Context: an optimization exercise on an open-source flow, tuned for small area and a short achievable clock period. The choices shown serve that exercise and are no tape-out recipe.
Function was not checked in any run shown here: the RTL went through the layout flow alone.

## flow/design.v (module list and top-level ports; edited modules follow where they fit)
// module lab2_pipe: 2745 lines
// module lab2_fa: 4 lines
// module lab2_x2: 3 lines
// module lab2_bsel: 3 lines
// module lab2_x3: 3 lines
// module lab2_nor: 3 lines
module lab2_pipe (
    input clk,
    input rst,
    input start,
    input [31:0] x,
    output reg rdy,
    output [31:0] y
);
  // ...
==> flow/flow/run.sh <==
#!/bin/bash
set -euo pipefail
export BUFFER_PORTS_ARGS="-buffer_cell sky130_fd_sc_hd__buf_2"
bash standard.sh > standard_flow.log 2>&1
==> flow/standard.sh <==
#!/bin/bash
# synth_recipe.tcl (not shown) runs the flow's synth.tcl, then flattens the netlist and writes it again
# the make line also repeats each setting of config.mk as NAME=value (left out here)
make -C /OpenROAD-flow-scripts/flow DESIGN_CONFIG=/design/flow/config.mk WORK_HOME=/design/flow/orfs CLKGATE_MAP_FILE= SYNTH_SCRIPT=/design/flow/synth_recipe.tcl "${@:-finish}"
==> flow/config.mk <==
export PLATFORM = sky130hd
export DESIGN_NAME = lab2_pipe
export DESIGN_NICKNAME = lab2_pipe
export VERILOG_FILES = /design/flow/design.v
export SDC_FILE = /design/flow/constraint.sdc
export NUM_CORES = 4
export LEC_CHECK = 0
export CAP_MARGIN = 20
export CORE_MARGIN = 2
export CORE_UTILIZATION = 40
export CTS_CLUSTER_DIAMETER = 50
export CTS_CLUSTER_SIZE = 40
export PLACE_DENSITY = 0.6
export SLEW_MARGIN = 75
export SYNTH_HIERARCHICAL = 1
==> flow/constraint.sdc <==
create_clock -name core_clock -period 15.0 [get_ports {clk}]
set_input_delay 3.0000 -clock core_clock [delete_from_list [all_inputs] [get_ports {clk}]]
set_output_delay 3.0000 -clock core_clock [all_outputs]
set_load 0.01 [all_outputs]
==> notes.md, run 1 <==
GP Congestion 0.8396; PnR worst setup slack 10.90 ns; EDFF count, synth 0; Multi-Input Combinational 2303; largest net degree at the start of global routing 36; clock slew at reported path FFs 0.07 ns; Worst Hold Endpoint r3_x[17]; Synth Area per Inst 10.34 sq um; PostCTS Resize Cnt 0; die footprint 78350 sq um; crit path time final 4.096 ns; non-clk buf share 2.763%; # Taps 978; CTS Sinks 351; GR Layer Usage met2 34.27%; Placement Rows 101; share of flip-flops with an asynchronous set or reset 0%; largest family of logic cells by synthesized area adder cells; outcome no timing/DRC/antenna violations; GR peak layer met2; endpoints failing hold 0; Non-CTS buffers 139; post-synthesis simple-gate area fraction 14.64%; unrepaired setup endpoints after global routing false
==> inputs of run 2 (changes only) <==
--- a/flow/config.mk
+++ b/flow/config.mk
@@ -8,8 +8,8 @@
 export CAP_MARGIN = 20
 export CORE_MARGIN = 2
-export CORE_UTILIZATION = 40
-export CTS_CLUSTER_DIAMETER = 50
-export CTS_CLUSTER_SIZE = 40
-export PLACE_DENSITY = 0.6
+export CORE_UTILIZATION = 60
+export CTS_CLUSTER_DIAMETER = 80
+export CTS_CLUSTER_SIZE = 22
+export PLACE_DENSITY = 0.75
 export SLEW_MARGIN = 75
 export SYNTH_HIERARCHICAL = 1
==> notes.md, run 2 <==
layout cells sized above 1 9.223%; Worst Hold Depth 0; share of flip-flops with an asynchronous set or reset 0% (unchanged); Overflow after GRT 0; Worst setup EP type flip-flop; Mapped Cells 2946; CTS H-tree depth 1; CTS tree done; largest net degree at the start of global routing 35 (-2.8%); PostCTS Resize Cnt 0 (unchanged); Final TNS setup 0 ns; endpoints failing hold 0 (unchanged); Post-CTS Setup Bufs 0; nets 3722; biggest regs r4_cs (95), r1_x (32); clock latency (worst-skew pair) 0.57 ns; crit path time final 4.094 ns (-0.002100 ns); Initial Utilization 60.69%; Hold WS 0.3292 ns; Synth Area per Inst 10.34 sq um (unchanged); non-filler cells, final 3621; CTS Buffer Depth 3; # IOs 68; GP Congestion 0.9002 (+7.2%); via count of the first global-routing pass 23570; Placement Rows 82 (-19%); Avg WL per Cell 20.66 microns; Pre-antenna DRT Iters 5; HP Start r2_x[13]; Reg area 7168 sq um; CTS Sinks 351 (unchanged); cts hold-fix bufs 0; top post-synthesis cells by area fa_1 44%, dfxtp_1 23%, nand2_1 11%; reg2reg start r2_x2l[19]; Post-DRT Antenna Nets 0; Reg2Reg Depth 14; Pins Over Slew Limit 0; fillers 3741; Synth Area in Adders 47.39%; first-pass GRT wire length 121.2 mm; clk_skew 0.02400 ns; Distinct cells, synth 70; placed cells 3572; final setup fails 0; number of antenna violations at the first check in global routing 0; EDFF count, synth 0 (unchanged); Post-Route WL 74.80 mm; Fmax 0.2442 GHz; Biggest register r4_cs; Synth Register Bits 351; gr usage total 29.49%; area of the multi-input gates 22580 sq um; Cell Area, Synth 30450 sq um; vias 21200; Worst Hold Endpoint r3_x[13]; mux cell area share after synthesis 0%; die footprint 52570 sq um (-33%); crit path DAT 4.54 ns; XOR/XNOR Fraction of Synth Area 6.702%; most common cell after layout, fill and taps aside nand2_1; r2r setup slk 10.91 ns; max reg flops 95; top_reg_cell synth dfxtp_1; DRC 0; critical path's top delay family adder cells; antenna diode instance count 0; top cells by count, synth 923 x nand2_1, 667 x fa_1, 351 x dfxtp_1, 163 x xor2_1, 156 x clkbuf_1; required time of the critical path 15.44 ns; design area 32760 sq um; PortBufs 66; post-synthesis sequential area ratio 23.08%; final period utilization 27.29%; Critical R2R Capture r3_x4h[30]; Syn-to-layout area delta 7.585%; Syn Nets 3734; CP Max Fanout 3; Worst setup SP type flip-flop; Vias/cell 5.854; DIE WIDTH 229.3 microns; post-synth top area cell fa_1; clock slew at reported path FFs 0.08 ns (about the same); post-synthesis simple-gate area fraction 14.64% (unchanged); Crit-path slowest cell fa_4; worst path bufs/invs 1; critical path, cell by cell fa_4 -> a21o_1 -> a21oi_1 -> o21bai_1 -> a21oi_2 -> o21bai_1 -> a21oi_1 -> xnor2_2 -> buf_2 -> nand2_1 -> fa_1 -> fa_1 -> xor2_1 -> xor2_1; slowest stage delay, CP 0.58 ns; most frequent cells in the layout 922 x nand2_1, 665 x fa_1, 302 x dfxtp_1; Root Driver clkbuf_16; HPWL Detailed 55.39 mm; unrepaired setup endpoints after global routing false; Num CTS Buffers 25; core area 50170 sq um; post-synthesis compound-gate area fraction 4.561%; Chip Height 229.3 microns; Crit path depth 14; critical path class reg -> reg; Yosys top cell area share 43.85%; placed cell area 31800 sq um; outcome no timing/DRC/antenna violations; largest family of logic cells by synthesized area adder cells; top-count cell post-synth nand2_1; DRT iter0 DRCs 1557; max_cap viols 0; worst hold-check path type reg -> reg; Ys Warns 7
[run 2: cell types whose count changed in the layout (fill, tap and decap cells not counted), sizes merged, moves of 2 or more]
cell	change
clkinvlp	-3
inv	-8
clkinv	-5
clkbuf	-24
clkdlybuf4s15	+2
bufinv	-2
buf	-7
[run 2: logic make-up after synthesis]
kind of cell / count (synthesis)
fa+ha+maj: 753
compound gates: 195
other cells: 1
simple gates: 1121
buf+inv: 292
flops: 351
xor+xnor: 233
[run 2: layer usage]
metal / GRT usage (%) / vias to the layer above / share of wire (%) / wire [microns]
li1: - / 8996 / - / -
met1: 35.53 / 10730 / 36 / 26900
met2: 50.02 / 1208 / 49 / 36790
met3: 5.603 / 267 / 9.0 / 6754
met4: 16.60 / 0 / 5.8 / 4354
met5: 0 / - / 0 / 0
[run 2: layout make-up]
cell class | count | area share (%)
Multi-Input combinational cell | 2303 | 68.93
Sequential cell | 351 | 21.88
Timing Repair Buffer | 134 | 2.803
Tap cell | 672 | 2.567
Clock buffer | 28 | 1.944
Inverter | 119 | 1.364
Clock inverter | 14 | 0.5156
[run 2: Yosys stat by module (local to each module, per instance)]
module     times used  flops+latches
lab2_x2           107              0
lab2_fa           664              0
lab2_nor           52              0
lab2_pipe           1            351
[run 2: metrics by stage]
stage / setup WS [ns] / utilization [%]
2_1_floorplan: 10.93 / -
3_3_place_gp: 10.42 / 62.35
3_5_place_dp: 10.80 / 63.39
4_1_cts: 10.85 / 65.00
5_1_grt: 10.75 / 65.30
6_report: 10.91 / 65.30
[run 2: worst max path at each step]
stage                          start    endpoint  slack (ns)
after global routing         r1_x[4]  r2_x2l[19]       10.75
after global placement           rst     y_r[24]       10.42
after CTS                    r1_x[4]  r2_x2l[19]       10.85
after floorplan              r1_x[2]  r2_x2l[19]       10.93
final                     r2_x2l[19]  r3_x4h[30]       10.91
after detailed placement         rst     y_r[24]       10.80
==> inputs of run 3 (changes only) <==
--- a/flow/config.mk
+++ b/flow/config.mk
@@ -8,8 +8,9 @@
 export CAP_MARGIN = 20
 export CORE_MARGIN = 2
-export CORE_UTILIZATION = 60
-export CTS_CLUSTER_DIAMETER = 80
-export CTS_CLUSTER_SIZE = 22
-export PLACE_DENSITY = 0.75
+export CORE_UTILIZATION = 40
+export CTS_BUF_LIST = sky130_fd_sc_hd__clkbuf_8
+export CTS_CLUSTER_DIAMETER = 60
+export CTS_CLUSTER_SIZE = 16
+export PLACE_DENSITY = 0.6
 export SLEW_MARGIN = 75
 export SYNTH_HIERARCHICAL = 1
==> notes.md, run 3 <==
crit path time final 4.148 ns (+0.05370 ns); Overflow after GRT 0 (unchanged); max reg flops 95 (unchanged); Post-DRT Antenna Nets 0 (unchanged); # IOs 68 (unchanged); CTS Sinks 351 (unchanged); share of flip-flops with an asynchronous set or reset 0% (unchanged); Num CTS Buffers 41 (+64%); Ys Warns 7 (unchanged); clock latency (worst-skew pair) 0.68 ns (+0.11 ns); final setup fails 0 (unchanged); Post-CTS Setup Bufs 0 (unchanged); Worst setup EP type primary output; largest net degree at the start of global routing 36 (+2.9%); Cell Area, Synth 30450 sq um (unchanged); Crit path depth 1 (-13); core area 75700 sq um (+51%); Pins Over Slew Limit 0 (unchanged); Synth Register Bits 351 (unchanged); Fmax 0.2411 GHz (-1.3%); post-place setup slack 10.84 ns (+0.04120 ns); required time of the critical path 12.00 ns (-3.44 ns); most common cell after layout, fill and taps aside nand2_1; HPWL Detailed 55.49 mm (+0.19%); nets 3742 (+0.54%); Synth Area per Inst 10.34 sq um (unchanged); post-synthesis sequential area ratio 23.08% (unchanged); PostCTS Resize Cnt 0 (unchanged); die footprint 78350 sq um (+49%); Avg WL per Cell 18.96 microns (-8.2%); Worst Hold Depth 0 (unchanged); clock slew at reported path FFs 0.10 ns (+0.02 ns); top cells by count, synth 923 x nand2_1, 667 x fa_1, 351 x dfxtp_1, 163 x xor2_1, 156 x clkbuf_1; Distinct cells, synth 70 (unchanged); DRT iter0 DRCs 1065 (-32%); Reg area 7151 sq um (-0.24%); crit path DAT 1.15 ns (-3.39 ns); area of the multi-input gates 22580 sq um (about the same); PortBufs 66 (unchanged); fillers 7179 (+92%); EDFF count, synth 0 (unchanged); Root Driver clkbuf_8; Pre-antenna DRT Iters 7 (+2); via count of the first global-routing pass 22240 (-5.6%); clk_skew 0.08936 ns (+0.06536 ns); endpoints failing hold 0 (unchanged); Chip Height 279.9 microns (+22%); final period utilization 27.65% (+0.36 points); biggest regs r4_cs (95), r1_x (32); DRC 0 (unchanged); Reg2Reg Depth 13 (-1); outcome no timing/DRC/antenna violations; slowest stage delay, CP 0.34 ns (-0.24 ns); top post-synthesis cells by area fa_1 44%, dfxtp_1 23%, nand2_1 11%; CTS H-tree depth 2 (+1); Placement Rows 101 (+23%); CTS Buffer Depth 3 (unchanged); Syn-to-layout area delta 9.283%; critical path, cell by cell buf_2; unrepaired setup endpoints after global routing false; Final TNS setup 0 ns (unchanged); Hold WS 0.3116 ns (-0.01760 ns); layout cells sized above 1 9.987% (+0.76 points); most frequent cells in the layout 922 x nand2_1, 665 x fa_1, 308 x dfxtp_1; Syn Nets 3734 (unchanged); Mapped Cells 2946 (unchanged); Biggest register r4_cs; PnR worst setup slack 10.85 ns (-0.05370 ns); GP Congestion 0.8396 (-6.7%); Yosys top cell area share 43.85% (unchanged); vias 20300 (-4.2%); Post-Route WL 75.12 mm (+0.44%); Crit-path slowest cell dfxtp_1; critical path's top delay family flip-flops; cts hold-fix bufs 0 (unchanged); number of antenna violations at the first check in global routing 1 (+1); Worst setup SP type flip-flop; top_reg_cell synth dfxtp_1; worst path bufs/invs 1 (unchanged); worst hold-check path type reg -> reg; Final Util 43.96% (-21 points); first-pass GRT wire length 122.5 mm (+1.1%); Initial Utilization 40.23% (-20 points); critical path class reg -> out; max_cap viols 0 (unchanged); post-synth top area cell fa_1; DIE WIDTH 279.9 microns (+22%); Vias/cell 5.123 (-12%); CTS tree done; top-count cell post-synth nand2_1; gr usage total 20.06% (-9.4 points); CP Max Fanout 1 (-2)
==> run 3: cell counts after synthesis <==
No cell type changed its count.
==> run 3: cells by family (layout without fill, tap and decap cells) <==
logic type / count (synthesis) / after routing / share of synthesized area, %
simple gates: 1121 / 1121 / 14.64
fa+ha+maj: 753 / 753 / 47.39
flops: 351 / 351 / 23.08
buf+inv: 292 / 330 / 3.624
xor+xnor: 233 / 233 / 6.702
compound gates: 195 / 195 / 4.561
other cells: 1 / 2 / 0.01232
==> run 3: per-layer routing <==
metal  part of all wire (%)  track usage (%)  wire length, microns  vias to the layer above
li1                       -                -                     -                     9036
met1                     42            26.61                 31430                    10490
met2                     49            34.08                 36810                      679
met3                    6.9            3.436                  5207                      104
met4                    2.2            5.224                  1674                        0
met5                      0                0                     0                        -
==> run 3: per-stage QoR <==
stage / cells / cell area (sq um)
floorplan: 2946 / 30450
global placement: 3870 / 31760
detailed placement: 3889 / 32250
CTS: 3962 / 33190
global route: 3963 / 33280
finish: 3963 / 33280
==> run 3: cell type report <==
type                            instances  share of cell area, %
Multi-Input combinational cell       2303                  67.85
Sequential cell                       351                  21.49
Tap cell                              978                  3.677
Timing Repair Buffer                  138                  2.801
Clock buffer                           42                  1.737
Inverter                              119                  1.342
Clock inverter                         31                  1.098
Antenna cell                            1               0.007520
==> run 3: final timing paths <==
path	start	end	slack, ns
setup reg to reg	r1_x[6]	r2_x2l[19]	10.91
hold / removal	r2_x[18]	r3_x[18]	0.31
hold reg to reg	r2_x[18]	r3_x[18]	0.31
setup / recovery	y_r[6]	y[6]	10.85
==> run 3: modules after synthesis (local to each module, per instance) <==
module,area [sq um],flops+latches,times used
lab2_fa,20.02,0,664
lab2_x2,8.758,0,107
lab2_nor,3.754,0,52
lab2_pipe,16020,351,1

==> afterwards: timing with drivers on the ports <==
In the flow no input, the clock included, has a driving cell. The finished layouts below were timed again as built, in two steps.
Step 1 assumes that a clkbuf_16 drives the clock port and a buf_2 every other input.
Step 2 adds t to the input delays and takes it off the output delays; t is the mean of the earliest and latest rising clock arrival at the registers after step 1. Input paths then give back, and output paths get back, about the clock's delay inside the block.
Slacks: ideal / step 1 / step 2; pairs: ideal / step 1.
| run | shift t [ns] | setup WS [ns] | latest minus earliest clock arrival (ns) | worst data-port slew with drivers (ns) | pins driven straight from the clock port |
|---|---|---|---|---|---|
| run 1 | 0.653 | 10.904 / 10.872 / 10.853 | 0.034 / 0.034 | 0.05 | 1 |
| run 2 | 0.619 | 10.906 / 10.906 / 10.825 | 0.025 / 0.024 | 0.03 | 1 |
| run 3 | 0.696 | 10.852 / 10.791 / 10.889 | 0.090 / 0.089 | 0.05 | 1 |
After both steps setup and hold are still met in every run listed. The setup slack of run 2, which loses most, moves by 0.000 ns with the drivers and by -0.081 ns with both steps.
